This design comes from an exercise in tuning for small area, a short achievable clock period and few clock cycles per item on the open sky130 flow, not from production work. The RTL was checked by simulation tests, not by an equivalence proof against the original design. No activity file was given, so power comes from the tool's default toggle rates.

$ cat flow/run.sh
#!/bin/bash
# synth_recipe.tcl (not shown) runs the flow's synth.tcl, then flattens the netlist and writes it again
# the make line also repeats each setting of config.mk as NAME=value (left out here)
make -C /OpenROAD-flow-scripts/flow DESIGN_CONFIG=/design/flow/config.mk WORK_HOME=/design/flow/orfs CLKGATE_MAP_FILE= SYNTH_SCRIPT=/design/flow/synth_recipe.tcl finish
$ cat flow/config.mk
export PLATFORM = sky130hd
export DESIGN_NAME = SME
export DESIGN_NICKNAME = SME
export VERILOG_FILES = /design/flow/design.v
export SDC_FILE = /design/flow/constraint.sdc
export NUM_CORES = 4
export LEC_CHECK = 0
export CAP_MARGIN = 20
export CORE_MARGIN = 2
export CORE_UTILIZATION = 60
export CTS_BUF_LIST = sky130_fd_sc_hd__clkbuf_16
export CTS_CLUSTER_DIAMETER = 70
export CTS_CLUSTER_SIZE = 30
export SETUP_SLACK_MARGIN = 2.9
export SLEW_MARGIN = 20
$ cat flow/constraint.sdc
create_clock -name core_clock -period 5.0 [get_ports {clk}]
set_input_delay 1.0000 -clock core_clock [delete_from_list [all_inputs] [get_ports {clk}]]
set_output_delay 1.0000 -clock core_clock [all_outputs]
set_load 0.01 [all_outputs]
$ cat flow/design.v
module SME(clk,reset,chardata,isstring,ispattern,valid,match,match_index);
input clk;
input reset;
input [7:0] chardata;
input isstring;
input ispattern;
output match;
output [4:0] match_index;
output valid;
localparam space = 8'h20;
localparam first = 8'h5E;
localparam last  = 8'h24;
localparam dot   = 8'h2E;
localparam star  = 8'h2A;
reg         isstr_r, isstr_rr;
reg         ispat_r, ispat_rr;
reg  [7:0]  chr_r;               
reg         tStar_r, tDot_r, tLast_r, tFirst_r;
reg  [7:0]  str_r [31:0];
reg  [5:0]  strCnt_r;
reg  [33:0] act_r;
reg         hasStar_r;
reg         frozen_r;
reg  [4:0]  off_r;               
reg  [4:0]  pos_r;
reg         any_r;
reg         fin_r;
reg         valid_r, match_r;
reg  [4:0]  matchIdx_r;
assign valid = valid_r;
assign match = match_r;
assign match_index = matchIdx_r;
integer q;
wire inFirst = (chardata == first);
wire inLast  = (chardata == last);
always @(posedge clk) begin
    if (reset) begin
        isstr_r  <= 1'b0;
        isstr_rr <= 1'b0;
        ispat_r  <= 1'b0;
        ispat_rr <= 1'b0;
    end
    else begin
        isstr_r  <= isstring;
        isstr_rr <= isstr_r;
        ispat_r  <= ispattern;
        ispat_rr <= ispat_r;
    end
    chr_r    <= (inFirst || inLast) ? space : chardata;
    tStar_r  <= (chardata == star);
    tDot_r   <= (chardata == dot);
    tLast_r  <= inLast;
    tFirst_r <= inFirst;
end
always @(posedge clk) begin
    if (isstr_r) begin
        for (q = 0; q < 31; q = q + 1)
            str_r[q] <= str_r[q+1];
        str_r[31] <= chr_r;
    end
end
always @(posedge clk) begin
    if (reset)
        strCnt_r <= 6'd0;
    else if (isstring)
        strCnt_r <= isstr_r ? strCnt_r + 6'd1 : 6'd1;
end
reg  [31:0] eq;
reg  [33:0] startSet;
reg  [33:0] first1;              
reg  [33:0] src;
reg  [33:0] nxt;
reg  [33:0] pre;
reg  [32:0] adv;                 
wire        patFirst = ispat_r && !ispat_rr;
always @(*) begin
    for (q = 0; q < 32; q = q + 1) begin
        eq[q]       = (str_r[q] == chr_r);
        startSet[q] = ({1'b0, strCnt_r} + q >= 7'd32);
    end
    startSet[33:32] = 2'b00;
    first1[0] = startSet[0];
    for (q = 1; q < 34; q = q + 1)
        first1[q] = startSet[q] & !startSet[q-1];
    src = act_r;
    pre = src;
    for (q = 32; q >= 1; q = q - 1) pre[q] = pre[q] | pre[q-1];
    for (q = 32; q >= 2; q = q - 1) pre[q] = pre[q] | pre[q-2];
    for (q = 32; q >= 4; q = q - 1) pre[q] = pre[q] | pre[q-4];
    for (q = 32; q >= 8; q = q - 1) pre[q] = pre[q] | pre[q-8];
    for (q = 32; q >= 16; q = q - 1) pre[q] = pre[q] | pre[q-16];
    for (q = 32; q >= 32; q = q - 1) pre[q] = pre[q] | pre[q-32];
    pre[33] = 1'b0;
    for (q = 0; q < 32; q = q + 1)
        adv[q] = tDot_r | eq[q];
    adv[32] = tLast_r;
    nxt[0] = tFirst_r & first1[0];
    for (q = 1; q < 34; q = q + 1)
        nxt[q] = (src[q-1] & adv[q-1]) | (tFirst_r & first1[q]);
    if (tStar_r)
        nxt = pre;
end
wire       curStar = hasStar_r && !patFirst;
wire       consume = !(tStar_r || tFirst_r);
wire [4:0] strDec  = strCnt_r[4:0] - 5'd1;
wire [4:0] offDec  = off_r - 5'd1;
wire [4:0] offNxt  = patFirst ? (consume ? strDec : strCnt_r[4:0]) :
                     (consume && !hasStar_r) ? offDec : off_r;
always @(posedge clk) begin
    act_r <= ispat_r ? nxt : startSet;
    if (ispat_r)
        off_r <= offNxt;
end
always @(posedge clk) begin
    if (reset) begin
        hasStar_r <= 1'b0;
        frozen_r  <= 1'b0;
    end
    else begin
        hasStar_r <= ispat_r && (curStar || tStar_r);
        frozen_r  <= hasStar_r;
    end
end
function [2:0] pe8;
    input [7:0] v;
    begin
        pe8[2] = ~|v[3:0];
        pe8[1] = pe8[2] ? ~|v[5:4] : ~|v[1:0];
        pe8[0] = pe8[2] ? (pe8[1] ? ~v[6] : ~v[4]) : (pe8[1] ? ~v[2] : ~v[0]);
    end
endfunction
wire [3:0] grpAny = {|act_r[31:24], |act_r[23:16], |act_r[15:8], |act_r[7:0]};
wire [2:0] grpLo0 = pe8(act_r[7:0]);
wire [2:0] grpLo1 = pe8(act_r[15:8]);
wire [2:0] grpLo2 = pe8(act_r[23:16]);
wire [2:0] grpLo3 = pe8(act_r[31:24]);
wire [1:0] grpSel;
assign grpSel[1] = !grpAny[0] && !grpAny[1];
assign grpSel[0] = grpSel[1] ? !grpAny[2] : !grpAny[0];
wire [2:0] grpLo  = grpSel[1] ? (grpSel[0] ? grpLo3 : grpLo2) : (grpSel[0] ? grpLo1 : grpLo0);
wire [4:0] lead   = (|grpAny) ? {grpSel, grpLo} : {4'd0, !act_r[32]};
always @(posedge clk) begin
    if (!frozen_r) pos_r <= lead;
    any_r <= |act_r;
end
always @(posedge clk) begin
    if (reset) begin
        fin_r      <= 1'b0;
        valid_r    <= 1'b0;
        match_r    <= 1'b0;
        matchIdx_r <= 5'd0;
    end
    else begin
        fin_r      <= ispat_rr && !ispat_r;
        valid_r    <= fin_r;
        match_r    <= fin_r && any_r;
        matchIdx_r <= (fin_r && any_r) ? pos_r + off_r : 5'd0;
    end
end
endmodule
==> results of run 1 <==
-- registers in the layout (all words and copies together), names as in the netlist, 5 cells and up --
register    cells
str_r         256
act_r          34
chr_r           8
strCnt_r        6
matchIdx_r      5
off_r           5
pos_r           5
-- stage by stage --
stage	power [mW]	area [sq um]	hold slack, ns	util	std cells
6_report	5.16	16300	0.444	0.668	1513
5_1_grt	5.33	16300	0.469	0.668	1513
4_1_cts	5.17	16100	0.448	0.660	1502
3_5_place_dp	3.63	15400	0.421	0.632	1461
3_3_place_gp	3.62	15400	0.406	0.632	1461
2_1_floorplan	3.51	15000	0.389	-	1173
-- power by group through the flow --
stage               logic [mW]  registers (mW)  clock network [mW]
floorplan                0.281            3.23                   0
global placement         0.353            3.27                   0
detailed placement       0.359            3.27                   0
CTS                      0.379            3.21                1.58
global route             0.447            3.21                1.67
finish                   0.410            3.20                1.55
-- cells in the final DEF (no fill, tap or decap), types with 4 or more instances in the layout --
cell,count
nand2_1,49
nor2b_1,9
nor4_1,41
inv_1,24
buf_4,26
a21oi_1,55
xnor2_1,118
o22ai_1,7
and3_1,4
ha_1,8
o21a_1,4
dfxtp_4,11
nand4_1,27
nand3_1,19
nor3b_1,4
dfxtp_2,12
dfxtp_1,42
inv_6,5
o31ai_1,6
clkdlybuf4s50_1,11
or2_2,4
a21o_1,7
nand2b_1,9
o211ai_1,16
o21ai_0,29
a41o_1,4
buf_6,6
nand4b_1,4
clkbuf_16,17
o221ai_1,5
and2_1,7
edfxtp_1,267
nor3_1,21
a31oi_1,8
xor2_1,147
a211oi_1,4
nor2_1,63
-- cell families after synthesis --
| logic type | count (synthesis) |
|---|---|
| buffers and inverters | 92 |
| adder cells (fa/ha/maj) | 9 |
| AO/OA/AOI/OAI | 185 |
| AND/OR/NAND/NOR | 286 |
| flip-flops | 332 |
| XOR/XNOR | 265 |
| multiplexers | 4 |
-- layout make-up --
class	instances	share of cell area
clock inverters	13	0.00584
clock buffers	17	0.0261
repair buffers	56	0.0329
multi-input cells	749	0.330
inverters	22	0.00507
flip-flops and latches	332	0.575
well taps	324	0.0249
-- per-layer routing --
metal	vias to the layer above	part of all wire	track usage
met5	-	0	0
li1	4286	-	-
met1	4658	0.44	0.345
met3	68	0.051	0.0327
met4	0	0.026	0.0700
met2	312	0.49	0.419
-- what timing repair did --
action                                  CTS  global route
buffers inserted                         11            11
endpoints found under the setup margin   45            31
resized for setup                        42            29
hold buffers                              0             0
pin swaps                                 3             4
endpoints found under the hold margin     0             0
-- worst max-delay path: cells and delay by family, from the launching register on --
family                 cells  cell delay (ns)
AO/OA/AOI/OAI              2             0.47
flip-flops                 1             0.35
AND/OR/NAND/NOR            2             0.93
buffers and inverters      1             0.16
-- worst max path at each step --
| stage | startpoint | end | slack (ns) | depth (start not counted) |
|---|---|---|---|---|
| global route | act_r[15] | pos_r[0] | 2.79 | 7 |
| detailed placement | act_r[9] | pos_r[0] | 2.29 | 5 |
| finish | act_r[3] | pos_r[0] | 2.84 | 5 |
| global placement | act_r[9] | pos_r[2] | 2.37 | 5 |
| floorplan | isstr_r | strCnt_r[4] | 2.16 | 3 |
| CTS | act_r[14] | pos_r[0] | 2.89 | 7 |
==> key figures, run 1 <==
Job
  – Max_cap viols: 0

STA
  – Tmin final: 2.16 ns
  – RSZ-0062 raised after global routing: true
  – Setup violators final: 0
  – Final setup skew: 0.0181 ns
  – Fin. max-slew vios: 0
  – Fmax: 462 MHz
  – Least-Margin Pin Slew: 0.856 ns
  – Period utilization: 0.432
  – Setup_tns: 0 ns
  – Final hold vios: 0
  – Relative slew slack: 0.422
  – Final WS setup: 2.84 ns

Placed design
  – GPL Wtd Cong: 0.949
  – Port Buffers: 18
  – Pre-CTS setup slack: 2.29 ns
  – Half-perimeter wire length after placement: 22100 um

Floorplan
  – Die Ht: 162 um
  – Area of the die: 26200 sq um
  – Row count: 57
  – I/O pins: 19
  – Core area: 24400 sq um
  – Starting Density: 0.612
  – Horiz. Die Dim: 162 um

Logic synthesis
  – Post-Syn Instances: 1173
  – Number of flops mapped to enable cells by yosys: 267
  – Synth Area in Simple Gates: 0.103
  – Post-synthesis mux area share: 0.00276
  – Synth unique cells: 68
  – Syn_area_per_cell: 12.7 sq um
  – Count leader, synth: edfxtp_1
  – Synth Area in Adders: 0.00804
  – Post-synthesis sequential area ratio: 0.624
  – Yosys warns: 2
  – Area share of the largest cell type after synthesis: 0.537
  – Register bit total from synthesis: 332
  – Syn Nets: 1194
  – Synth top area cells: edfxtp_1 (54%), dfxtp_1 (8.7%), xor2_1 (8.6%), xnor2_1 (6.9%), a21oi_1 (1.8%)
  – Fraction of registers with async set/reset: 0
  – Largest family of logic cells by synthesized area: XOR/XNOR gates
  – Synth cell count leaders: edfxtp_1 (267), xor2_1 (147), xnor2_1 (118)
  – Synth Area in XOR/XNOR: 0.155
  – Dominant cell type by area after synthesis: edfxtp_1
  – Synthesized cell area: 14900 sq um
  – Compound-Gate Fraction of Synth Area: 0.0827
  – Top_reg_cell synth: edfxtp_1

Setup path
  – R2R Path Start: act_r[3]
  – R2r endpoint: pos_r[0]
  – CP max-delay cell: or4_4
  – CP max stage delay: 0.58 ns
  – Worst reg-to-reg setup slack: 2.84 ns
  – Worst path cell trace: or4_4, buf_4, or2_2, o21ai_0, a22oi_2
  – Reg2Reg Depth: 5
  – Critical path fanouts, max: 4
  – Nature of the critical path startpoint: flip-flop
  – Critical Path AT: 2.43 ns
  – CP Capture Type: flip-flop
  – Critical Path RT: 5.26 ns
  – Critical path class: flip-flop to flip-flop

Worst hold path
  – HP Class: flip-flop to flip-flop
  – Hold path depth: 2
  – Hold EP: any_r
  – Hold wc startpoint: act_r[33]

Clock network
  – Bufs on Longest Clock Path: 3
  – TritonCTS clock tree: built
  – CTS root buffer: clkbuf_16
  – Clock Pin Slew Worst Setup and Hold Paths: 0.10 ns
  – Max H-tree Level: 1
  – Clk Latency, worst-skew pair: 0.53 ns
  – Total CTS buffers: 17
  – CTS Sinks: 332

Power
  – Switch share: 0.238
  – Int Pwr: 3.93 mW
  – Comb pwr share: 0.079
  – Pwr dens: 317 nW/um^2
  – Clock network power share: 0.300
  – Peak VDD IR: 0.331 mV
  – Static leakage: 5.57 nW
  – Sw Pwr: 1.23 mW
  – Seq pwr share: 0.620

Drt
  – Antenna-violating nets left: 0
  – Initial DRC count: 1035
  – Total number of vias: 9324
  – DR DRC count: 0
  – Drt first pass iters: 5
  – Routed wire length: 33800 um
  – Mean number of vias per cell: 6.16
  – Wire length per cell: 22.3 um

GRT
  – Largest net degree at the start of global routing: 127
  – First-pass GRT wire length: 50600 um
  – Vias in the first global route: 9024
  – Initial antenna violation count: 0
  – GR Util All Layers: 0.249
  – Grt total ovfl: 0

Cells and area
  – FF+latch area: 9380 sq um
  – Fill cells: 1836
  – Share of cells above drive strength 1: 0.100
  – Multi-input logic area: 5370 sq um
  – Area grow syn2layout: 9.05%
  – Diodes inserted: 0
  – Fin nets: 1199

Outcome
  – Status: no timing/DRC/antenna violations
Testbench counts, summed over its fixed seeds: cycles 25,363, patterns 1,963.
==> inputs of run 2 (changes only) <==
--- a/flow/config.mk
+++ b/flow/config.mk
@@ -12,4 +12,5 @@
 export CTS_CLUSTER_DIAMETER = 70
 export CTS_CLUSTER_SIZE = 30
-export SETUP_SLACK_MARGIN = 2.9
+export GPL_ROUTABILITY_DRIVEN = 0
+export SETUP_SLACK_MARGIN = 2.8
 export SLEW_MARGIN = 20
==> key figures, run 2 <==
Logic synthesis
  – Syn_area_per_cell: 12.7 sq um
  – Post-Syn Instances: 1173
  – Top_reg_cell synth: edfxtp_1
  – Number of flops mapped to enable cells by yosys: 267
  – Synthesized cell area: 14900 sq um
  – Register bit total from synthesis: 332
  – Synth unique cells: 68
  – Yosys warns: 2
  – Dominant cell type by area after synthesis: edfxtp_1
  – Syn Nets: 1194
  – Synth top area cells: edfxtp_1 (54%), dfxtp_1 (8.7%), xor2_1 (8.6%), xnor2_1 (6.9%), a21oi_1 (1.8%)
  – Post-synthesis sequential area ratio: 0.624
  – Area share of the largest cell type after synthesis: 0.537
  – Fraction of registers with async set/reset: 0
  – Count leader, synth: edfxtp_1
  – Synth cell count leaders: edfxtp_1 (267), xor2_1 (147), xnor2_1 (118)

Setup path
  – CP Capture Type: flip-flop
  – Critical Path RT: 5.23 ns
  – Critical path class: flip-flop to flip-flop
  – Critical Path AT: 2.49 ns
  – CP max stage delay: 0.59 ns
  – Buf/Inv on CP: 2
  – Nature of the critical path startpoint: flip-flop
  – CP max-delay cell: or4_4
  – Top Family by Delay on Critical Path: simple AND/OR/NAND/NOR gates
  – Critical path fanouts, max: 7
  – Worst path cell trace: or4_4, nor4b_4, buf_4, nand2_4, nor4_4, buf_6, a211oi_2

Clock network
  – Clock Pin Slew Worst Setup and Hold Paths: 0.10 ns
  – Total CTS buffers: 18
  – Bufs on Longest Clock Path: 3
  – Max H-tree Level: 1
  – CTS Sinks: 332
  – TritonCTS clock tree: built
  – Hold_buf cts: 0
  – CTS root buffer: clkbuf_16
  – Clk Latency, worst-skew pair: 0.53 ns

STA
  – Relative slew slack: 0.312
  – Least-Margin Pin Slew: 1.03 ns
  – Setup violators final: 0
  – Period utilization: 0.452
  – RSZ-0062 raised after global routing: true
  – Tmin final: 2.26 ns
  – Fmax: 443 MHz
  – Final hold vios: 0
  – Fin. max-slew vios: 0
  – Final setup skew: 0.0225 ns
  – Setup_tns: 0 ns

GRT
  – First-pass GRT wire length: 49600 um
  – Largest net degree at the start of global routing: 129
  – Grt total ovfl: 0
  – Vias in the first global route: 8653
  – GR Util All Layers: 0.243
  – Initial antenna violation count: 0

Worst hold path
  – HP Class: flip-flop to flip-flop

Floorplan
  – Starting Density: 0.612
  – Area of the die: 26200 sq um
  – Row count: 57
  – Die Ht: 162 um
  – Horiz. Die Dim: 162 um
  – I/O pins: 19
  – Core area: 24400 sq um

Cells and area
  – Area grow syn2layout: 8.85%
  – Most common cell after layout, fill and taps aside: edfxtp_1
  – Max reg flops: 256
  – Share of cells above drive strength 1: 0.0781
  – Post-layout util: 0.667
  – Most used cells in the layout excluding fill and tap cells: edfxtp_1 (267), xor2_1 (147), xnor2_1 (118), nor2_1 (63), a21oi_1 (55)
  – Biggest register: str_r
  – Diodes inserted: 0
  – Top Registers: str_r (256), act_r (34), chr_r (8)
  – Fin nets: 1188

Placed design
  – Half-perimeter wire length after placement: 21300 um
  – Port Buffers: 18

Power
  – Peak VDD IR: 0.318 mV
  – Static leakage: 5.55 nW
  – Pwr dens: 327 nW/um^2
  – Final Total Pwr: 5.33 mW

Drt
  – Wire length per cell: 21.8 um
  – Total number of vias: 9104
  – Routed wire length: 32700 um
  – Mean number of vias per cell: 6.06
  – Initial DRC count: 1016
  – Drt first pass iters: 5
  – DR DRC count: 0
  – Antenna-violating nets left: 0

Job
  – Max_cap viols: 0

Outcome
  – Status: no timing/DRC/antenna violations
==> run 2: cell counts after synthesis <==
No cell type changed its count.
==> run 2: path summary, 6_finish.rpt <==
kind	end	slack, ns	depth (start not counted)	startpoint
setup reg to reg	pos_r[1]	2.74	7	act_r[0]
setup / recovery	pos_r[1]	2.74	7	act_r[0]
hold / removal	any_r	0.43	2	act_r[33]
hold reg to reg	any_r	0.43	2	act_r[33]
==> run 2: where the power goes <==
| part | internal (mW) | leakage [nW] | switching [mW] |
|---|---|---|---|
| Combinational | 0.174 | 2.19 | 0.228 |
| Sequential | 3.09 | 3.05 | 0.101 |
| Clock | 0.791 | 0.310 | 0.942 |
==> run 2: repair_timing <==
action / 4_1_cts / 5_1_grt
gates cloned: 0 / 0
pin swaps: 1 / 6
setup endpoints to repair: 41 / 15
resized for setup: 22 / 19
buffers inserted: 4 / 8
hold endpoints to repair: 0 / 0
==> run 2: stage by stage <==
stage / instance area [sq um] / hold WS, ns / cells / setup WS, ns
6_report: 16300 / 0.427 / 1502 / 2.74
4_1_cts: 16100 / 0.428 / 1494 / 2.79
3_3_place_gp: 15400 / 0.409 / 1459 / 2.37
5_1_grt: 16300 / 0.450 / 1502 / 2.71
3_5_place_dp: 15400 / 0.410 / 1459 / 2.33
2_1_floorplan: 14900 / 0.389 / 1173 / 2.16
==> run 2: kinds of logic (layout without fill, tap and decap cells) <==
kind of cell / count (synthesis) / count (layout) / share of synthesized area
flip-flops: 332 / 332 / 0.624
XOR/XNOR: 265 / 265 / 0.155
AND/OR/NAND/NOR: 286 / 286 / 0.103
adder cells (fa/ha/maj): 9 / 9 / 0.00804
AO/OA/AOI/OAI: 185 / 185 / 0.0827
buffers and inverters: 92 / 97 / 0.0241
multiplexers: 4 / 4 / 0.00276
==> run 2: final cells by class <==
type,instances,area (sq um)
inverter,22,82.6
multi-input combinational,749,5350
sequential,332,9360
clock buffer,19,475
tap,324,405
timing repair buffer,44,442
fill,1802,8130
clock inverter,12,146
==> run 2: metal layers <==
metal	vias to the layer above	wire length, um	share of wire	GRT usage
li1	4281	-	-	-
met1	4493	14600	0.44	0.347
met2	289	15800	0.48	0.406
met3	41	1670	0.051	0.0276
met4	0	686	0.021	0.0539
met5	-	0	0	0
==> run 2: worst reg2reg max path: stages, from the launching register on <==
cell	delay, ns
edfxtp_1	0.46
or4_4	0.59
nor4b_4	0.32
buf_4	0.19
nand2_4	0.07
nor4_4	0.15
buf_6	0.16
a211oi_2	0.05
==> inputs of run 3 (changes only) <==
--- a/flow/config.mk
+++ b/flow/config.mk
@@ -12,5 +12,5 @@
 export CTS_CLUSTER_DIAMETER = 70
 export CTS_CLUSTER_SIZE = 30
-export GPL_ROUTABILITY_DRIVEN = 0
+export PLACE_DENSITY = 0.75
 export SETUP_SLACK_MARGIN = 2.8
 export SLEW_MARGIN = 20
==> key figures, run 3 <==
Outcome
  – Status: no timing/DRC/antenna violations

Worst hold path
  – HP Class: flip-flop to flip-flop
  – Hold EP: str_r[15][4]
  – Hold wc startpoint: str_r[16][4]
  – Hold path depth: 0

Setup path
  – Worst path cell trace: or4_4, nor4b_4, buf_4, nand2_4, nor4_4, buf_4, o32ai_2
  – Most frequent cell on the critical path: buf_4
  – Critical path class: flip-flop to flip-flop
  – CP max stage delay: 0.50 ns
  – Critical path fanouts, max: 5
  – Top Family by Delay on Critical Path: simple AND/OR/NAND/NOR gates
  – Buf/Inv on CP: 2
  – CP Capture Type: flip-flop
  – Reg2Reg Depth: 7
  – Nature of the critical path startpoint: flip-flop
  – Critical Path AT: 2.52 ns
  – CP max-delay cell: or4_4
  – Worst reg-to-reg setup slack: 2.75 ns
  – R2r endpoint: pos_r[2]
  – R2R Path Start: act_r[0]
  – Critical Path RT: 5.27 ns

Placed design
  – GPL Wtd Cong: 0.932
  – Port Buffers: 18
  – Number of cells after detailed placement: 1459
  – Placed inst area: 15400 sq um
  – Half-perimeter wire length after placement: 20700 um

Logic synthesis
  – Post-synthesis mux area share: 0.00276
  – Synth unique cells: 68
  – Area share of the largest cell type after synthesis: 0.537
  – Syn Nets: 1194
  – Synth top area cells: edfxtp_1 (54%), dfxtp_1 (8.7%), xor2_1 (8.6%), xnor2_1 (6.9%), a21oi_1 (1.8%)
  – Synth cell count leaders: edfxtp_1 (267), xor2_1 (147), xnor2_1 (118)
  – Largest family of logic cells by synthesized area: XOR/XNOR gates
  – Synth Area in Simple Gates: 0.103
  – Post-Syn Instances: 1173
  – Number of flops mapped to enable cells by yosys: 267
  – Post-synthesis sequential area ratio: 0.624
  – Fraction of registers with async set/reset: 0
  – Register bit total from synthesis: 332
  – Synth Area in Adders: 0.00804
  – Count leader, synth: edfxtp_1
  – Synthesized cell area: 14900 sq um
  – Synth Area in XOR/XNOR: 0.155
  – Top_reg_cell synth: edfxtp_1
  – Yosys warns: 2
  – Dominant cell type by area after synthesis: edfxtp_1
  – Compound-Gate Fraction of Synth Area: 0.0827
  – Syn_area_per_cell: 12.7 sq um

Clock network
  – TritonCTS clock tree: built
  – Hold_buf cts: 0
  – Bufs on Longest Clock Path: 3
  – Clock Pin Slew Worst Setup and Hold Paths: 0.10 ns
  – CTS root buffer: clkbuf_16
  – Max H-tree Level: 1
  – Total CTS buffers: 18
  – CTS Sinks: 332
  – Clk Latency, worst-skew pair: 0.54 ns

Cells and area
  – Fin nets: 1187
  – Design Area, Final: 16200 sq um
  – Post-layout util: 0.665
  – Max reg flops: 256
  – Biggest register: str_r
  – Fin cells: 1501
  – Most used cells in the layout excluding fill and tap cells: edfxtp_1 (267), xor2_1 (147), xnor2_1 (118), nor2_1 (63), a21oi_1 (55)
  – Diodes inserted: 0
  – Most common cell after layout, fill and taps aside: edfxtp_1
  – Top Registers: str_r (256), act_r (34), chr_r (8)
  – Share of cells above drive strength 1: 0.0824
  – Area grow syn2layout: 8.65%

GRT
  – Grt total ovfl: 0
  – Largest net degree at the start of global routing: 146
  – Vias in the first global route: 8957
  – Initial antenna violation count: 0
  – GR Util All Layers: 0.242
  – First-pass GRT wire length: 49400 um

STA
  – Final hold vios: 0
  – Setup_tns: 0 ns
  – Fmax: 444 MHz
  – Least-Margin Pin Slew: 0.784 ns
  – RSZ-0062 raised after global routing: true
  – Fin. max-slew vios: 0
  – Tmin final: 2.25 ns
  – Setup violators final: 0
  – Period utilization: 0.450
  – Final setup skew: 0.0211 ns
  – Relative slew slack: 0.477

Drt
  – Mean number of vias per cell: 6.10
  – Wire length per cell: 21.1 um
  – Antenna-violating nets left: 0
  – Total number of vias: 9154
  – DR DRC count: 0
  – Drt first pass iters: 5
  – Initial DRC count: 997
  – Routed wire length: 31600 um

Power
  – Static leakage: 5.55 nW
  – Pwr dens: 332 nW/um^2
  – Peak VDD IR: 0.271 mV

Floorplan
  – Die Ht: 162 um
  – Core area: 24400 sq um
  – Area of the die: 26200 sq um
  – I/O pins: 19
  – Starting Density: 0.612
  – Row count: 57
  – Horiz. Die Dim: 162 um

Job
  – Max_cap viols: 0
## run 3: per-layer routing
metal  up-vias  track usage  wire (um)
met1      4496        0.335      13600
met2       319        0.404      15300
met5         -            0          0
li1       4267            -          -
met3        72       0.0291       1740
met4         0       0.0792        975
## run 3: worst max path at each step
stage,startpoint,endpoint,cells past startpoint
global route,act_r[0],pos_r[0],7
global placement,act_r[0],pos_r[0],5
floorplan,isstr_r,strCnt_r[4],3
finish,act_r[0],pos_r[2],7
detailed placement,act_r[9],pos_r[0],5
CTS,act_r[5],pos_r[0],6
## run 3: power by group
part | internal [mW] | switching, mW
registers | 3.09 | 0.0952
clock network | 0.854 | 0.965
logic | 0.170 | 0.222
## run 3: stage by stage
step / power (mW) / hold WS, ns / setup slack, ns
detailed placement: 3.62 / 0.451 / 2.39
floorplan: 3.51 / 0.389 / 2.16
global placement: 3.61 / 0.448 / 2.52
CTS: 5.42 / 0.465 / 2.80
global route: 5.55 / 0.467 / 2.70
finish: 5.40 / 0.464 / 2.75
## run 3: kinds of logic (layout without fill, tap and decap cells)
group                    after synthesis  after routing
buffers and inverters                 92             96
AND/OR/NAND/NOR                      286            286
multiplexers                           4              4
adder cells (fa/ha/maj)                9              9
XOR/XNOR                             265            265
flip-flops                           332            332
AO/OA/AOI/OAI                        185            185
## run 3: layout make-up
| cell class | instances | area, sq um |
|---|---|---|
| clock buffers | 19 | 475 |
| clock inverters | 12 | 199 |
| fillers | 1766 | 8160 |
| inverters | 22 | 82.6 |
| multi-input cells | 749 | 5330 |
| flip-flops and latches | 332 | 9360 |
| well taps | 324 | 405 |
| repair buffers | 43 | 387 |
## run 3: worst register-to-register path: stages (launching register included)
cell	delay, ns
edfxtp_1	0.47
or4_4	0.50
nor4b_4	0.26
buf_4	0.17
nand2_4	0.05
nor4_4	0.26
buf_4	0.20
o32ai_2	0.09
## run 3: timing repair
item / 4_1_cts / 5_1_grt
endpoints found under the hold margin: 0 / 0
setup endpoints to repair: 41 / 26
gates resized for setup: 17 / 23
pin swaps: 0 / 1
buffers inserted: 3 / 8
==> inputs of run 4 (changes only) <==
--- a/flow/config.mk
+++ b/flow/config.mk
@@ -12,5 +12,4 @@
 export CTS_CLUSTER_DIAMETER = 70
 export CTS_CLUSTER_SIZE = 30
-export PLACE_DENSITY = 0.75
 export SETUP_SLACK_MARGIN = 2.8
 export SLEW_MARGIN = 20
==> key figures, run 4 <==
Outcome
  – Status: no timing/DRC/antenna violations

Power
  – Peak VDD IR: 0.300 mV
  – Pwr dens: 329 nW/um^2
  – Comb pwr share: 0.071
  – Static leakage: 5.56 nW
  – Seq pwr share: 0.601
  – Sw Pwr: 1.25 mW
  – Int Pwr: 4.08 mW
  – Switch share: 0.235
  – Clock network power share: 0.327

GRT
  – Grt total ovfl: 0
  – Initial antenna violation count: 0
  – Largest net degree at the start of global routing: 131
  – GR Util All Layers: 0.246
  – Vias in the first global route: 8957
  – First-pass GRT wire length: 49900 um

Logic synthesis
  – Count leader, synth: edfxtp_1
  – Post-synthesis sequential area ratio: 0.624
  – Syn Nets: 1194
  – Register bit total from synthesis: 332
  – Syn_area_per_cell: 12.7 sq um
  – Top_reg_cell synth: edfxtp_1
  – Post-Syn Instances: 1173
  – Synth unique cells: 68
  – Yosys warns: 2
  – Area share of the largest cell type after synthesis: 0.537
  – Dominant cell type by area after synthesis: edfxtp_1
  – Synth cell count leaders: edfxtp_1 (267), xor2_1 (147), xnor2_1 (118)
  – Synthesized cell area: 14900 sq um
  – Synth top area cells: edfxtp_1 (54%), dfxtp_1 (8.7%), xor2_1 (8.6%), xnor2_1 (6.9%), a21oi_1 (1.8%)
  – Number of flops mapped to enable cells by yosys: 267
  – Fraction of registers with async set/reset: 0

Setup path
  – CP max stage delay: 0.37 ns
  – CP Capture Type: output pin
  – Critical Path RT: 4.00 ns
  – Nature of the critical path startpoint: flip-flop
  – Buf/Inv on CP: 1
  – Critical path fanouts, max: 1
  – CP max-delay cell: dfxtp_1
  – Top Family by Delay on Critical Path: flip-flops
  – Critical path class: flip-flop to output pin
  – Critical Path AT: 1.16 ns
  – Worst path cell trace: dlygate4sd2_1

Placed design
  – Port Buffers: 18
  – GPL Wtd Cong: 0.963
  – Half-perimeter wire length after placement: 21200 um

Cells and area
  – Multi-input logic area: 5300 sq um
  – Fill cells: 1831
  – Top Registers: str_r (256), act_r (34), chr_r (8)
  – Area grow syn2layout: 8.48%
  – Share of cells above drive strength 1: 0.0787
  – Fin nets: 1191
  – Biggest register: str_r
  – FF+latch area: 9350 sq um
  – Max reg flops: 256
  – Most common cell after layout, fill and taps aside: edfxtp_1
  – Most used cells in the layout excluding fill and tap cells: edfxtp_1 (267), xor2_1 (147), xnor2_1 (118), nor2_1 (63), a21oi_1 (55)
  – Diodes inserted: 0

Floorplan
  – Die Ht: 162 um
  – Row count: 57
  – I/O pins: 19
  – Starting Density: 0.612
  – Core area: 24400 sq um
  – Area of the die: 26200 sq um
  – Horiz. Die Dim: 162 um

STA
  – Period utilization: 0.432
  – Fmax: 463 MHz
  – Tmin final: 2.16 ns
  – Relative slew slack: 0.403
  – Final hold vios: 0
  – RSZ-0062 raised after global routing: false
  – Setup violators final: 0
  – Setup_tns: 0 ns
  – Least-Margin Pin Slew: 0.895 ns
  – Fin. max-slew vios: 0
  – Final setup skew: 0.0300 ns
  – Hold_ws: 0.427 ns

Drt
  – Routed wire length: 32400 um
  – Antenna-violating nets left: 0
  – DR DRC count: 0
  – Max layer used: met4
  – Drt first pass iters: 5
  – Total number of vias: 9148
  – Metal2 WL: 15900 um
  – Met1 wire length: 14200 um
  – Wire length per cell: 21.5 um
  – Mean number of vias per cell: 6.07
  – DR WL met3: 1570 um
  – Initial DRC count: 917

Clock network
  – Bufs on Longest Clock Path: 3
  – CTS Sinks: 332
  – Max H-tree Level: 1
  – Hold_buf cts: 0
  – Total CTS buffers: 18
  – TritonCTS clock tree: built
  – CTS root buffer: clkbuf_16
  – Clock Pin Slew Worst Setup and Hold Paths: 0.10 ns
  – Clk Latency, worst-skew pair: 0.54 ns

Job
  – Max_cap viols: 0

Worst hold path
  – HP Class: flip-flop to flip-flop
run 4: cell count changes in the layout (fill, tap and decap cells not counted), sizes merged:
cell,delta
clkbuf,+1
clkinv,+1
buf,+4
bufinv,-1
run 4: stage by stage:
stage / instances / area [sq um] / worst slack [ns] / power [mW] / util
2_1_floorplan: 1173 / 14900 / 2.16 / 3.51 / -
3_3_place_gp: 1459 / 15400 / 2.38 / 3.62 / 0.631
3_5_place_dp: 1459 / 15400 / 2.31 / 3.63 / 0.631
4_1_cts: 1496 / 16100 / 2.81 / 5.36 / 0.660
5_1_grt: 1506 / 16200 / 2.80 / 5.50 / 0.664
6_report: 1506 / 16200 / 2.84 / 5.33 / 0.664
run 4: power by group through the flow:
stage,Clock (mW),Sequential [mW],Combinational [mW]
2_1_floorplan,0,3.23,0.280
3_3_place_gp,0,3.27,0.356
3_5_place_dp,0,3.27,0.361
4_1_cts,1.78,3.21,0.372
5_1_grt,1.86,3.22,0.419
6_report,1.75,3.21,0.380
run 4: kinds of logic after synthesis:
family | after synthesis | synth area share
XOR/XNOR | 265 | 0.155
AO/OA/AOI/OAI | 185 | 0.0827
flip-flops | 332 | 0.624
AND/OR/NAND/NOR | 286 | 0.103
buffers and inverters | 92 | 0.0241
adder cells (fa/ha/maj) | 9 | 0.00804
multiplexers | 4 | 0.00276
run 4: worst reg2reg max path, cell delays in order, from the launching register on:
cell and delay, ns:
dfxtp_2 0.35, or4_4 0.58, nor4b_4 0.31, buf_4 0.19, nand2_4 0.06, nor4_4 0.14, buf_4 0.18, a22oi_1 0.08
run 4: area by class of cell:
cell class	instances	area share
clock inverter	12	0.00880
timing repair buffer	47	0.0262
inverter	22	0.00510
sequential	332	0.577
tap	324	0.0250
multi-input combinational	749	0.327
clock buffer	20	0.0309
run 4: final timing paths:
| check | startpoint | endpoint | slack (ns) | depth (start not counted) |
|---|---|---|---|---|
| hold reg to reg | act_r[33] | any_r | 0.43 | 2 |
| setup / recovery | matchIdx_r[1] | match_index[1] | 2.84 | 1 |
| setup reg to reg | act_r[6] | pos_r[0] | 2.87 | 7 |
| hold / removal | act_r[33] | any_r | 0.43 | 2 |
run 4: timing repair:
| item | 4_1_cts | 5_1_grt |
|---|---|---|
| endpoints found under the setup margin | 40 | 84 |
| setup buffers | 5 | 10 |
| pin swaps | 1 | 3 |
| gates resized for setup | 20 | 12 |
run 4: layer usage:
| layer | global-route usage | vias to the layer above |
|---|---|---|
| met4 | 0.0599 | 0 |
| met2 | 0.423 | 272 |
| met1 | 0.339 | 4550 |
| li1 | - | 4277 |
| met3 | 0.0283 | 49 |
| met5 | 0 | - |
==> inputs of run 5 (changes only) <==
--- a/flow/config.mk
+++ b/flow/config.mk
@@ -6,5 +6,5 @@
 export NUM_CORES = 4
 export LEC_CHECK = 0
-export CAP_MARGIN = 20
+export CAP_MARGIN = 5
 export CORE_MARGIN = 2
 export CORE_UTILIZATION = 60
@@ -13,3 +13,3 @@
 export CTS_CLUSTER_SIZE = 30
 export SETUP_SLACK_MARGIN = 2.8
-export SLEW_MARGIN = 20
+export SLEW_MARGIN = 5
==> key figures, run 5 <==
Drt
  – Routed wire length: 32400 um
  – Initial DRC count: 917
  – Mean number of vias per cell: 6.07
  – Total number of vias: 9148
  – DR DRC count: 0
  – Wire length per cell: 21.5 um
  – Drt first pass iters: 5
  – Antenna-violating nets left: 0

Cells and area
  – Top Registers: str_r (256), act_r (34), chr_r (8)
  – Fin cells: 1506
  – Most used cells in the layout excluding fill and tap cells: edfxtp_1 (267), xor2_1 (147), xnor2_1 (118), nor2_1 (63), a21oi_1 (55)
  – Diodes inserted: 0
  – Most common cell after layout, fill and taps aside: edfxtp_1
  – Biggest register: str_r
  – Fin nets: 1191
  – Fill cells: 1831
  – Max reg flops: 256
  – Share of cells above drive strength 1: 0.0787
  – Multi-input logic area: 5300 sq um
  – FF+latch area: 9350 sq um
  – Post-layout util: 0.664
  – Area grow syn2layout: 8.48%

GRT
  – Busiest grt layer: met2
  – Vias in the first global route: 8957
  – First-pass GRT wire length: 49900 um
  – GR Layer Usage met2: 0.423
  – Largest net degree at the start of global routing: 131
  – Initial antenna violation count: 0
  – GR Util All Layers: 0.246
  – Grt total ovfl: 0
  – Met1 Track Usage GR: 0.339
  – Met3 usage in global routing: 0.0283

Power
  – Static leakage: 5.56 nW
  – Final Total Pwr: 5.33 mW
  – Comb pwr share: 0.071
  – Peak VDD IR: 0.300 mV
  – Sw Pwr: 1.25 mW
  – Switch share: 0.235
  – Int Pwr: 4.08 mW
  – Pwr dens: 329 nW/um^2
  – Seq pwr share: 0.601
  – Clock network power share: 0.327

Floorplan
  – I/O pins: 19
  – Horiz. Die Dim: 162 um
  – Row count: 57
  – Starting Density: 0.612
  – Die Ht: 162 um
  – Area of the die: 26200 sq um
  – Core area: 24400 sq um

STA
  – Period utilization: 0.432
  – Setup_tns: 0 ns
  – Least-Margin Pin Slew: 0.895 ns
  – Relative slew slack: 0.403
  – Hold_ws: 0.427 ns
  – Final hold vios: 0
  – Fin. max-slew vios: 0
  – Final setup skew: 0.0300 ns
  – Tmin final: 2.16 ns
  – Setup violators final: 0
  – RSZ-0062 raised after global routing: false
  – Fmax: 463 MHz

Logic synthesis
  – Top_reg_cell synth: edfxtp_1
  – Synth unique cells: 68
  – Synth cell count leaders: edfxtp_1 (267), xor2_1 (147), xnor2_1 (118)
  – Register bit total from synthesis: 332
  – Count leader, synth: edfxtp_1
  – Dominant cell type by area after synthesis: edfxtp_1
  – Post-Syn Instances: 1173
  – Number of flops mapped to enable cells by yosys: 267
  – Syn_area_per_cell: 12.7 sq um
  – Post-synthesis sequential area ratio: 0.624
  – Synth top area cells: edfxtp_1 (54%), dfxtp_1 (8.7%), xor2_1 (8.6%), xnor2_1 (6.9%), a21oi_1 (1.8%)
  – Yosys warns: 2
  – Synthesized cell area: 14900 sq um
  – Area share of the largest cell type after synthesis: 0.537
  – Syn Nets: 1194
  – Fraction of registers with async set/reset: 0

Setup path
  – Critical path fanouts, max: 1
  – Top Family by Delay on Critical Path: flip-flops
  – Critical path class: flip-flop to output pin
  – Critical Path RT: 4.00 ns
  – Reg2Reg Depth: 7
  – Nature of the critical path startpoint: flip-flop
  – R2R Path Start: act_r[6]
  – Worst reg-to-reg setup slack: 2.87 ns
  – Critical Path AT: 1.16 ns
  – Buf/Inv on CP: 1
  – Setup crit end: match_index[1]
  – CP Capture Type: output pin
  – Crit. Startpoint: matchIdx_r[1]
  – CP max-delay cell: dfxtp_1
  – Worst path cell trace: dlygate4sd2_1
  – CP max stage delay: 0.37 ns
  – Critical Path Stages: 1
  – R2r endpoint: pos_r[0]

Clock network
  – Clk Latency, worst-skew pair: 0.54 ns
  – Total CTS buffers: 18
  – CTS root buffer: clkbuf_16
  – Bufs on Longest Clock Path: 3
  – CTS Sinks: 332
  – Clock Pin Slew Worst Setup and Hold Paths: 0.10 ns
  – TritonCTS clock tree: built
  – Hold_buf cts: 0
  – Max H-tree Level: 1

Placed design
  – GPL Wtd Cong: 0.963
  – Half-perimeter wire length after placement: 21200 um
  – Port Buffers: 18
  – Number of cells after detailed placement: 1459

Outcome
  – Status: no timing/DRC/antenna violations

Worst hold path
  – HP Class: flip-flop to flip-flop

Job
  – Max_cap viols: 0
run 5: worst reg2reg max path, stage by stage, from the launching register on:
cell and delay, ns:
dfxtp_2 0.35, or4_4 0.58, nor4b_4 0.31, buf_4 0.19
nand2_4 0.06, nor4_4 0.14, buf_4 0.18, a22oi_1 0.08
run 5: how the worst min path moves through the flow:
stage / start / endpoint / cells after the start
floorplan: act_r[33] / any_r / 2
global placement: act_r[33] / any_r / 2
detailed placement: act_r[33] / any_r / 2
CTS: act_r[33] / any_r / 2
global route: act_r[33] / any_r / 2
finish: act_r[33] / any_r / 2
run 5: final cells by class:
type,instances,share of cell area
Clock buffer,20,0.0309
Timing Repair Buffer,47,0.0262
Clock inverter,12,0.00880
Sequential cell,332,0.577
Inverter,22,0.00510
Tap cell,324,0.0250
Multi-Input combinational cell,749,0.327
run 5: kinds of logic (layout without fill, tap and decap cells):
kind of cell	count (synthesis)	count (layout)	synth area share
flip-flops	332	332	0.624
buffers and inverters	92	101	0.0241
adder cells (fa/ha/maj)	9	9	0.00804
XOR/XNOR	265	265	0.155
multiplexers	4	4	0.00276
AND/OR/NAND/NOR	286	286	0.103
AO/OA/AOI/OAI	185	185	0.0827
run 5: stage by stage:
| step | cell area (sq um) | worst slack [ns] |
|---|---|---|
| finish | 16200 | 2.84 |
| global route | 16200 | 2.80 |
| CTS | 16100 | 2.81 |
| detailed placement | 15400 | 2.31 |
| global placement | 15400 | 2.38 |
| floorplan | 14900 | 2.16 |
run 5: what timing repair did:
item | 4_1_cts | 5_1_grt
setup buffers | 5 | 10
resized for setup | 20 | 12
endpoints found under the setup margin | 40 | 84
pin swaps | 1 | 3
run 5: power groups by stage:
stage | clock, mW | combinational (mW) | sequential [mW]
2_1_floorplan | 0 | 0.280 | 3.23
3_3_place_gp | 0 | 0.356 | 3.27
3_5_place_dp | 0 | 0.361 | 3.27
4_1_cts | 1.78 | 0.372 | 3.21
5_1_grt | 1.86 | 0.419 | 3.22
6_report | 1.75 | 0.380 | 3.21
run 5: metal layers:
| metal | wire (um) | vias to the layer above | part of all wire |
|---|---|---|---|
| met5 | 0 | - | 0 |
| met4 | 761 | 0 | 0.024 |
| met3 | 1570 | 49 | 0.048 |
| met2 | 15900 | 272 | 0.49 |
| met1 | 14200 | 4550 | 0.44 |
| li1 | - | 4277 | - |
==> inputs of run 6 (changes only) <==
==> flow/flow/run.sh (new file) <==
#!/bin/bash
# The standard layout, with the port buffers made as plain buf_4 cells
# instead of the delay-type buffer the placer picks by default.
set -euo pipefail
export BUFFER_PORTS_ARGS="-buffer_cell sky130_fd_sc_hd__buf_4"
bash standard.sh > layout.log 2>&1
==> flow/standard.sh (new file) <==
#!/bin/bash
# synth_recipe.tcl (not shown) runs the flow's synth.tcl, then flattens the netlist and writes it again
# the make line also repeats each setting of config.mk as NAME=value (left out here)
make -C /OpenROAD-flow-scripts/flow DESIGN_CONFIG=/design/flow/config.mk WORK_HOME=/design/flow/orfs CLKGATE_MAP_FILE= SYNTH_SCRIPT=/design/flow/synth_recipe.tcl "${@:-finish}"
==> flow/config.mk (replaced) <==
export PLATFORM = sky130hd
export DESIGN_NAME = SME
export DESIGN_NICKNAME = SME
export VERILOG_FILES = /design/flow/design.v
export SDC_FILE = /design/flow/constraint.sdc
export NUM_CORES = 4
export LEC_CHECK = 0
export CAP_MARGIN = 20
export CORE_MARGIN = 2
export CORE_UTILIZATION = 60
export CTS_BUF_LIST = sky130_fd_sc_hd__clkbuf_16
export CTS_CLUSTER_DIAMETER = 50
export CTS_CLUSTER_SIZE = 20
export SETUP_SLACK_MARGIN = 2.8
export SLEW_MARGIN = 20
removed: flow/run.sh
==> key figures, run 6 <==
Outcome
  – Status: no timing/DRC/antenna violations

STA
  – Period utilization: 0.438
  – Setup_tns: 0 ns
  – RSZ-0062 raised after global routing: true
  – Hold_ws: 0.459 ns
  – Final hold vios: 0
  – Least-Margin Pin Slew: 0.892 ns
  – Setup violators final: 0
  – Final WS setup: 2.81 ns
  – Fmax: 457 MHz
  – Fin. max-slew vios: 0
  – Final setup skew: 0.0296 ns
  – Tmin final: 2.19 ns
  – Relative slew slack: 0.406

Cells and area
  – Multi-input logic area: 5320 sq um
  – Biggest register: str_r
  – FF+latch area: 9360 sq um
  – Fin nets: 1208
  – Most used cells in the layout excluding fill and tap cells: edfxtp_1 (267), xor2_1 (147), xnor2_1 (118), nor2_1 (63), a21oi_1 (55)
  – Fill cells: 1718
  – Top Registers: str_r (256), act_r (34), chr_r (8)
  – Area grow syn2layout: 12.1%
  – Diodes inserted: 0
  – Design Area, Final: 16800 sq um
  – Max reg flops: 256
  – Share of cells above drive strength 1: 0.122
  – Most common cell after layout, fill and taps aside: edfxtp_1

Logic synthesis
  – Syn_area_per_cell: 12.7 sq um
  – Syn Nets: 1194
  – Synth Area in XOR/XNOR: 0.155
  – Register bit total from synthesis: 332
  – Top_reg_cell synth: edfxtp_1
  – Synth unique cells: 68
  – Dominant cell type by area after synthesis: edfxtp_1
  – Compound-Gate Fraction of Synth Area: 0.0827
  – Synthesized cell area: 14900 sq um
  – Synth Area in Simple Gates: 0.103
  – Fraction of registers with async set/reset: 0
  – Number of flops mapped to enable cells by yosys: 267
  – Synth top area cells: edfxtp_1 (54%), dfxtp_1 (8.7%), xor2_1 (8.6%), xnor2_1 (6.9%), a21oi_1 (1.8%)
  – Post-Syn Instances: 1173
  – Count leader, synth: edfxtp_1
  – Synth cell count leaders: edfxtp_1 (267), xor2_1 (147), xnor2_1 (118)
  – Largest family of logic cells by synthesized area: XOR/XNOR gates
  – Post-synthesis mux area share: 0.00276
  – Area share of the largest cell type after synthesis: 0.537
  – Synth Area in Adders: 0.00804
  – Yosys warns: 2
  – Post-synthesis sequential area ratio: 0.624

Clock network
  – CTS Sinks: 332
  – Max H-tree Level: 2
  – Clock Pin Slew Worst Setup and Hold Paths: 0.08 ns
  – Hold_buf cts: 0
  – Clk Latency, worst-skew pair: 0.53 ns
  – CTS root buffer: clkbuf_16
  – Bufs on Longest Clock Path: 3
  – TritonCTS clock tree: built
  – Total CTS buffers: 35

Worst hold path
  – HP Class: flip-flop to flip-flop

Floorplan
  – Horiz. Die Dim: 162 um
  – Die Ht: 162 um
  – Area of the die: 26200 sq um
  – Starting Density: 0.612
  – Core area: 24400 sq um
  – I/O pins: 19
  – Row count: 57

Setup path
  – CP max-delay cell: or4_4
  – Critical path class: flip-flop to flip-flop
  – CP max stage delay: 0.59 ns
  – CP Capture Type: flip-flop
  – Most frequent cell on the critical path: buf_4
  – Critical Path AT: 2.45 ns
  – Nature of the critical path startpoint: flip-flop
  – Critical path fanouts, max: 5
  – Critical Path RT: 5.26 ns
  – Worst path cell trace: or4_4, nor4b_4, buf_4, nand2_4, nor4_4, buf_4, o32ai_1

GRT
  – Initial antenna violation count: 0
  – Vias in the first global route: 9236
  – First-pass GRT wire length: 51500 um
  – GR Util All Layers: 0.255
  – Grt total ovfl: 0
  – Largest net degree at the start of global routing: 183

Drt
  – Drt first pass iters: 5
  – DR DRC count: 0
  – Antenna-violating nets left: 0
  – Mean number of vias per cell: 6.03
  – Initial DRC count: 903
  – Routed wire length: 32900 um
  – Total number of vias: 9271
  – Wire length per cell: 21.4 um

Power
  – Pwr dens: 374 nW/um^2
  – Final Total Pwr: 6.26 mW
  – Static leakage: 5.83 nW
  – Peak VDD IR: 0.390 mV

Job
  – Max_cap viols: 0

Placed design
  – Port Buffers: 18
  – Half-perimeter wire length after placement: 21600 um
  – Pre-CTS setup slack: 2.42 ns
  – GPL Wtd Cong: 0.947
  – Placed inst area: 15300 sq um
-- run 6: cells by family (layout without fill, tap and decap cells) --
kind of cell,after synthesis,in the layout
flip-flops,332,332
AND/OR/NAND/NOR,286,286
XOR/XNOR,265,265
AO/OA/AOI/OAI,185,185
buffers and inverters,92,132
adder cells (fa/ha/maj),9,9
multiplexers,4,4
-- run 6: stage by stage --
step / utilization / std cells
4_1_cts: 0.681 / 1529
3_3_place_gp: 0.629 / 1460
3_5_place_dp: 0.629 / 1460
5_1_grt: 0.687 / 1537
2_1_floorplan: - / 1173
6_report: 0.687 / 1537
-- run 6: where the power goes --
group          internal, mW  switching, mW  leakage (nW)  total (mW)
Clock                  1.47           1.20         0.593        2.68
Combinational         0.170          0.218          2.18       0.388
Sequential             3.09          0.105          3.05        3.20
Total                  4.73           1.53          5.83        6.26
-- run 6: final timing paths --
check | start | endpoint | slack (ns) | depth (start not counted)
min | str_r[22][7] | str_r[21][7] | 0.46 | 0
max reg2reg | act_r[3] | pos_r[2] | 2.81 | 7
min reg2reg | str_r[22][7] | str_r[21][7] | 0.46 | 0
max | act_r[3] | pos_r[2] | 2.81 | 7
-- run 6: what timing repair did --
action                     CTS  global route
buffers inserted             6             8
hold endpoints to repair     0             0
setup endpoints to repair   34            91
resized for setup           11            21
pin swaps                    2             5
-- run 6: critical path, delay by kind of cell (launching register included) --
| family | cells | cell delay (ns) |
|---|---|---|
| AOI/OAI and AO/OA | 1 | 0.08 |
| DFF | 1 | 0.33 |
| and+or+nand+nor | 4 | 1.17 |
| buffers and inverters | 2 | 0.36 |
-- run 6: routing by layer --
metal / wire (um) / part of all wire / global-route usage / up-vias
met1: 14400 / 0.44 / 0.341 / 4595
li1: - / - / - / 4326
met3: 1660 / 0.050 / 0.0409 / 73
met5: 0 / 0 / 0 / -
met4: 1100 / 0.033 / 0.0965 / 0
met2: 15800 / 0.48 / 0.424 / 277
-- run 6: layout make-up --
| cell class | instances | share of cell area |
|---|---|---|
| flip-flops and latches | 332 | 0.559 |
| multi-input cells | 749 | 0.318 |
| clock buffers | 37 | 0.0553 |
| well taps | 324 | 0.0242 |
| repair buffers | 47 | 0.0227 |
| clock inverters | 26 | 0.0166 |
| inverters | 22 | 0.00493 |
==> inputs of run 7 (changes only) <==
--- a/flow/config.mk
+++ b/flow/config.mk
@@ -10,6 +10,6 @@
 export CORE_UTILIZATION = 60
 export CTS_BUF_LIST = sky130_fd_sc_hd__clkbuf_16
-export CTS_CLUSTER_DIAMETER = 50
-export CTS_CLUSTER_SIZE = 20
+export CTS_CLUSTER_DIAMETER = 70
+export CTS_CLUSTER_SIZE = 30
 export SETUP_SLACK_MARGIN = 2.8
 export SLEW_MARGIN = 20
==> key figures, run 7 <==
Power
  – Static leakage: 5.51 nW
  – Pwr dens: 327 nW/um^2
  – Peak VDD IR: 0.313 mV

Setup path
  – CP max stage delay: 0.57 ns
  – CP Capture Type: flip-flop
  – Critical Path RT: 5.26 ns
  – Buf/Inv on CP: 1
  – Worst reg-to-reg setup slack: 2.76 ns
  – Top Family by Delay on Critical Path: simple AND/OR/NAND/NOR gates
  – Nature of the critical path startpoint: flip-flop
  – Worst path cell trace: or4_4, nor4b_4, nand2_4, nor4_4, buf_4, o32ai_1
  – Critical Path AT: 2.50 ns
  – Critical path fanouts, max: 3
  – Critical Path Stages: 6
  – Reg2Reg Depth: 6
  – Critical path class: flip-flop to flip-flop
  – CP max-delay cell: or4_4

Floorplan
  – Horiz. Die Dim: 162 um
  – Area of the die: 26200 sq um
  – Core area: 24400 sq um
  – Row count: 57
  – Starting Density: 0.612
  – I/O pins: 19
  – Die Ht: 162 um

Drt
  – Routed wire length: 32600 um
  – Mean number of vias per cell: 6.05
  – Initial DRC count: 823
  – Antenna-violating nets left: 0
  – Drt first pass iters: 5
  – Total number of vias: 9091
  – Wire length per cell: 21.7 um
  – DR DRC count: 0

Cells and area
  – Biggest register: str_r
  – Diodes inserted: 0
  – Share of cells above drive strength 1: 0.0958
  – Top Registers: str_r (256), act_r (34), chr_r (8)
  – Fill cells: 1798
  – Most common cell after layout, fill and taps aside: edfxtp_1
  – Area grow syn2layout: 8.01%
  – Max reg flops: 256
  – Most used cells in the layout excluding fill and tap cells: edfxtp_1 (267), xor2_1 (147), xnor2_1 (118), nor2_1 (63), a21oi_1 (55)
  – Fin cells: 1503
  – Fin nets: 1188

Logic synthesis
  – Synth top area cells: edfxtp_1 (54%), dfxtp_1 (8.7%), xor2_1 (8.6%), xnor2_1 (6.9%), a21oi_1 (1.8%)
  – Syn_area_per_cell: 12.7 sq um
  – Top_reg_cell synth: edfxtp_1
  – Post-Syn Instances: 1173
  – Number of flops mapped to enable cells by yosys: 267
  – Synth unique cells: 68
  – Synth cell count leaders: edfxtp_1 (267), xor2_1 (147), xnor2_1 (118)
  – Synthesized cell area: 14900 sq um
  – Fraction of registers with async set/reset: 0
  – Dominant cell type by area after synthesis: edfxtp_1
  – Area share of the largest cell type after synthesis: 0.537
  – Register bit total from synthesis: 332
  – Count leader, synth: edfxtp_1
  – Syn Nets: 1194
  – Yosys warns: 2
  – Post-synthesis sequential area ratio: 0.624

Placed design
  – Port Buffers: 18
  – Number of cells after detailed placement: 1460
  – Half-perimeter wire length after placement: 21600 um
  – GPL Wtd Cong: 0.947

STA
  – Period utilization: 0.447
  – Fmax: 447 MHz
  – Setup violators final: 0
  – Final setup skew: 0.0291 ns
  – Least-Margin Pin Slew: 0.898 ns
  – Final hold vios: 0
  – Relative slew slack: 0.401
  – RSZ-0062 raised after global routing: true
  – Tmin final: 2.24 ns
  – Setup_tns: 0 ns
  – Fin. max-slew vios: 0

GRT
  – Vias in the first global route: 9033
  – Initial antenna violation count: 0
  – GR Util All Layers: 0.251
  – Grt total ovfl: 0
  – Largest net degree at the start of global routing: 183
  – First-pass GRT wire length: 50800 um

Clock network
  – Clock Pin Slew Worst Setup and Hold Paths: 0.11 ns
  – Total CTS buffers: 18
  – Clk Latency, worst-skew pair: 0.53 ns
  – CTS root buffer: clkbuf_16
  – Max H-tree Level: 1
  – Hold_buf cts: 0
  – CTS Sinks: 332
  – TritonCTS clock tree: built
  – Bufs on Longest Clock Path: 3

Job
  – Max_cap viols: 0

Worst hold path
  – HP Class: flip-flop to flip-flop
  – Hold path depth: 0

Outcome
  – Status: no timing/DRC/antenna violations
==> run 7: final timing paths <==
kind | start | to
setup / recovery | act_r[7] | pos_r[2]
hold / removal | str_r[18][2] | str_r[17][2]
setup reg to reg | act_r[7] | pos_r[2]
hold reg to reg | str_r[18][2] | str_r[17][2]
==> run 7: cell families after synthesis <==
| family | share of synthesized area |
|---|---|
| xor gates and xnor gates | 0.155 |
| and+or+nand+nor | 0.103 |
| adders and majority gates | 0.00804 |
| muxes | 0.00276 |
| DFF | 0.624 |
| AOI/OAI and AO/OA | 0.0827 |
| buffers and inverters | 0.0241 |
==> run 7: cell type report <==
cell class | count | area [sq um] | share of cell area
well taps | 324 | 405 | 0.0251
inverters | 22 | 82.6 | 0.00512
clock buffers | 19 | 475 | 0.0295
flip-flops and latches | 332 | 9360 | 0.580
multi-input cells | 749 | 5320 | 0.330
clock inverters | 13 | 139 | 0.00861
repair buffers | 44 | 358 | 0.0222
==> run 7: worst reg2reg max path: stages (launching register included) <==
cell,delay (ns)
dfxtp_2,0.34
or4_4,0.57
nor4b_4,0.44
nand2_4,0.11
nor4_4,0.26
buf_4,0.17
o32ai_1,0.08
==> run 7: metrics by stage <==
stage / util / total power [mW] / setup slack [ns] / area, sq um / hold WS, ns
3_5_place_dp: 0.629 / 3.63 / 2.42 / 15300 / 0.443
2_1_floorplan: - / 3.51 / 2.16 / 14900 / 0.389
4_1_cts: 0.657 / 5.32 / 2.80 / 16000 / 0.465
6_report: 0.662 / 5.28 / 2.76 / 16100 / 0.466
3_3_place_gp: 0.629 / 3.62 / 2.52 / 15300 / 0.449
5_1_grt: 0.662 / 5.46 / 2.70 / 16100 / 0.470
==> run 7: metal layers <==
layer	global-route usage	vias up	part of all wire
met4	0.0780	0	0.029
li1	-	4271	-
met5	0	-	0
met2	0.426	243	0.49
met3	0.0299	48	0.040
met1	0.342	4529	0.44
==> run 7: where the power goes <==
part / switching, mW / total (mW) / internal, mW
sequential: 0.105 / 3.20 / 3.09
combinational: 0.219 / 0.387 / 0.168
clock: 0.952 / 1.70 / 0.748
==> run 7: timing repair <==
item | in CTS | in global routing
buffers inserted | 5 | 6
setup endpoints to repair | 33 | 74
resized for setup | 11 | 19
pin swaps | 2 | 3
==> inputs of run 8 (changes only) <==
--- a/flow/config.mk
+++ b/flow/config.mk
@@ -12,4 +12,4 @@
 export CTS_CLUSTER_DIAMETER = 70
 export CTS_CLUSTER_SIZE = 30
-export SETUP_SLACK_MARGIN = 2.8
+export SETUP_SLACK_MARGIN = 2.9
 export SLEW_MARGIN = 20
==> key figures, run 8 <==
Cells and area
  – Diodes inserted: 0
  – Top Registers: str_r (256), act_r (34), chr_r (8)
  – Max reg flops: 256
  – Most common cell after layout, fill and taps aside: edfxtp_1
  – Share of cells above drive strength 1: 0.119
  – Biggest register: str_r
  – Fin nets: 1209
  – Area grow syn2layout: 10.5%
  – Most used cells in the layout excluding fill and tap cells: edfxtp_1 (267), xor2_1 (147), xnor2_1 (118), nor2_1 (63), a21oi_1 (54)

GRT
  – GR Util All Layers: 0.262
  – Vias in the first global route: 9212
  – First-pass GRT wire length: 52900 um
  – Grt total ovfl: 0
  – Initial antenna violation count: 0
  – Largest net degree at the start of global routing: 139

Power
  – Seq pwr share: 0.585
  – Static leakage: 5.68 nW
  – Clock network power share: 0.338
  – Sw Pwr: 1.36 mW
  – Switch share: 0.249
  – Int Pwr: 4.10 mW
  – Pwr dens: 331 nW/um^2
  – Comb pwr share: 0.078
  – Peak VDD IR: 0.411 mV

Setup path
  – Buf/Inv on CP: 1
  – Top Family by Delay on Critical Path: simple AND/OR/NAND/NOR gates
  – Critical Path RT: 5.43 ns
  – CP Capture Type: flip-flop
  – CP max-delay cell: or4_4
  – Reg2Reg Depth: 6
  – CP max stage delay: 0.54 ns
  – Worst reg-to-reg setup slack: 2.83 ns
  – Worst path cell trace: or4_4, nor4b_4, buf_4, nand2_8, o21a_1, a211o_1
  – Nature of the critical path startpoint: flip-flop
  – R2r endpoint: act_r[20]
  – Critical path class: flip-flop to flip-flop
  – Critical path fanouts, max: 7
  – Critical Path AT: 2.60 ns
  – R2R Path Start: act_r[14]

Clock network
  – TritonCTS clock tree: built
  – Clk Latency, worst-skew pair: 0.54 ns
  – Clock Pin Slew Worst Setup and Hold Paths: 0.11 ns
  – Total CTS buffers: 19
  – CTS Sinks: 332
  – CTS root buffer: clkbuf_16
  – Max H-tree Level: 1
  – Hold_buf cts: 0
  – Bufs on Longest Clock Path: 3

Drt
  – Wire length per cell: 22.7 um
  – Met1 wire length: 15200 um
  – Metal2 WL: 16700 um
  – Antenna-violating nets left: 0
  – Routed wire length: 34700 um
  – Max layer used: met4
  – Total number of vias: 9333
  – Mean number of vias per cell: 6.12
  – DR DRC count: 0
  – Initial DRC count: 989
  – DR WL met3: 1740 um
  – Drt first pass iters: 7

STA
  – Final WS setup: 2.83 ns
  – Tmin final: 2.17 ns
  – Setup violators final: 0
  – Relative slew slack: 0.467
  – Setup_tns: 0 ns
  – Period utilization: 0.434
  – Fin. max-slew vios: 0
  – Hold_ws: 0.468 ns
  – Final hold vios: 0
  – Fmax: 461 MHz
  – Final setup skew: 0.0399 ns
  – Least-Margin Pin Slew: 0.800 ns
  – RSZ-0062 raised after global routing: true

Logic synthesis
  – Number of flops mapped to enable cells by yosys: 267
  – Fraction of registers with async set/reset: 0
  – Syn_area_per_cell: 12.7 sq um
  – Yosys warns: 2
  – Register bit total from synthesis: 332
  – Synth top area cells: edfxtp_1 (54%), dfxtp_1 (8.7%), xor2_1 (8.6%), xnor2_1 (6.9%), a21oi_1 (1.8%)
  – Dominant cell type by area after synthesis: edfxtp_1
  – Synth cell count leaders: edfxtp_1 (267), xor2_1 (147), xnor2_1 (118)
  – Count leader, synth: edfxtp_1
  – Synthesized cell area: 14900 sq um
  – Synth unique cells: 68
  – Post-Syn Instances: 1173
  – Syn Nets: 1194
  – Area share of the largest cell type after synthesis: 0.537
  – Post-synthesis sequential area ratio: 0.624
  – Top_reg_cell synth: edfxtp_1

Worst hold path
  – Hold wc startpoint: str_r[20][2]
  – Hold EP: str_r[19][2]
  – HP Class: flip-flop to flip-flop
  – Hold path depth: 0

Floorplan
  – Area of the die: 26200 sq um
  – Core area: 24400 sq um
  – Horiz. Die Dim: 162 um
  – I/O pins: 19
  – Starting Density: 0.612
  – Die Ht: 162 um
  – Row count: 57

Placed design
  – Port Buffers: 18
  – Half-perimeter wire length after placement: 22100 um
  – Pre-CTS setup slack: 2.44 ns
  – GPL Wtd Cong: 0.930

Outcome
  – Status: no timing/DRC/antenna violations

Job
  – Max_cap viols: 0
==> run 8: cell counts after synthesis <==
Identical to the previous run, type by type.
==> run 8: worst max-delay path by stage <==
stage | startpoint | endpoint | depth (start not counted)
6_report | act_r[14] | act_r[20] | 6
5_1_grt | act_r[15] | pos_r[1] | 6
4_1_cts | act_r[3] | pos_r[1] | 6
3_5_place_dp | act_r[0] | pos_r[0] | 5
3_3_place_gp | act_r[0] | pos_r[2] | 5
2_1_floorplan | isstr_r | strCnt_r[4] | 3
==> run 8: cell families (layout without fill, tap and decap cells) <==
group | Yosys count | count (layout) | synth area share
flops | 332 | 332 | 0.624
simple gates | 286 | 286 | 0.103
xor+xnor | 265 | 265 | 0.155
compound gates | 185 | 185 | 0.0827
buf+inv | 92 | 119 | 0.0241
fa+ha+maj | 9 | 9 | 0.00804
mux | 4 | 4 | 0.00276
==> run 8: timing repair <==
action	in CTS	in global routing
setup endpoints to repair	40	31
resized for setup	27	21
setup buffers	16	16
pin swaps	5	4
==> run 8: through the flow <==
stage          std cells  instance area [sq um]   util  power (mW)
2_1_floorplan       1173                  15000      -        3.51
3_3_place_gp        1459                  15300  0.629        3.62
3_5_place_dp        1459                  15300  0.629        3.63
4_1_cts             1508                  16300  0.668        5.47
5_1_grt             1524                  16500  0.677        5.63
6_report            1524                  16500  0.677        5.46
==> run 8: per-layer routing <==
metal	GRT usage	vias up
met5	0	-
met2	0.440	304
met4	0.0817	0
met3	0.0322	65
met1	0.362	4645
li1	-	4319
==> run 8: cell type report <==
class                      instances  area (sq um)
tap                              324           405
clock inverter                    14           208
multi-input combinational        749          5390
sequential                       332          9370
timing repair buffer              64           584
inverter                          22          82.6
fill                            1800          7880
clock buffer                      19           475
==> run 8: power groups by stage <==
| stage | clock (mW) | sequential (mW) | combinational, mW |
|---|---|---|---|
| after floorplan | 0 | 3.23 | 0.281 |
| after global placement | 0 | 3.28 | 0.348 |
| after detailed placement | 0 | 3.28 | 0.352 |
| after CTS | 1.88 | 3.20 | 0.395 |
| after global routing | 1.97 | 3.21 | 0.464 |
| final | 1.84 | 3.19 | 0.423 |

static timing again, ports no longer ideal:
The flow's constraints put no driver on any port. The routed layouts listed below were extracted and timed again, unchanged, in two steps. Step 1: set_driving_cell puts a clkbuf_16 on clk and a buf_2 on each other input, an assumption about the parent block. Step 2 also shifts input and output timing later by t, the mid clock arrival at the registers, as if the neighbouring blocks saw the same clock. Slacks: ideal ports / drivers / drivers and shift; pairs: ideal ports / drivers.
| run | t, ns | setup WS [ns] | worst hold slack (ns) | clock arrival spread, ns |
|---|---|---|---|---|
| run 1 | 0.570 | 2.838 / 2.838 / 2.519 | 0.444 / 0.444 / 0.444 | 0.020 / 0.019 |
| run 2 | 0.569 | 2.741 / 2.741 / 2.511 | 0.427 / 0.427 / 0.427 | 0.024 / 0.025 |
| run 3 | 0.575 | 2.750 / 2.750 / 2.522 | 0.464 / 0.464 / 0.464 | 0.023 / 0.023 |
| run 4 | 0.569 | 2.842 / 2.793 / 2.517 | 0.427 / 0.427 / 0.427 | 0.033 / 0.033 |
| run 5 | 0.569 | 2.842 / 2.793 / 2.517 | 0.427 / 0.427 / 0.427 | 0.033 / 0.033 |
| run 6 | 0.562 | 2.811 / 2.811 / 2.797 | 0.459 / 0.459 / 0.459 | 0.030 / 0.030 |
| run 7 | 0.569 | 2.764 / 2.764 / 2.764 | 0.466 / 0.466 / 0.466 | 0.033 / 0.032 |
| run 8 | 0.572 | 2.831 / 2.831 / 2.740 | 0.468 / 0.468 / 0.468 | 0.041 / 0.041 |
After both steps every run listed still meets setup and hold.
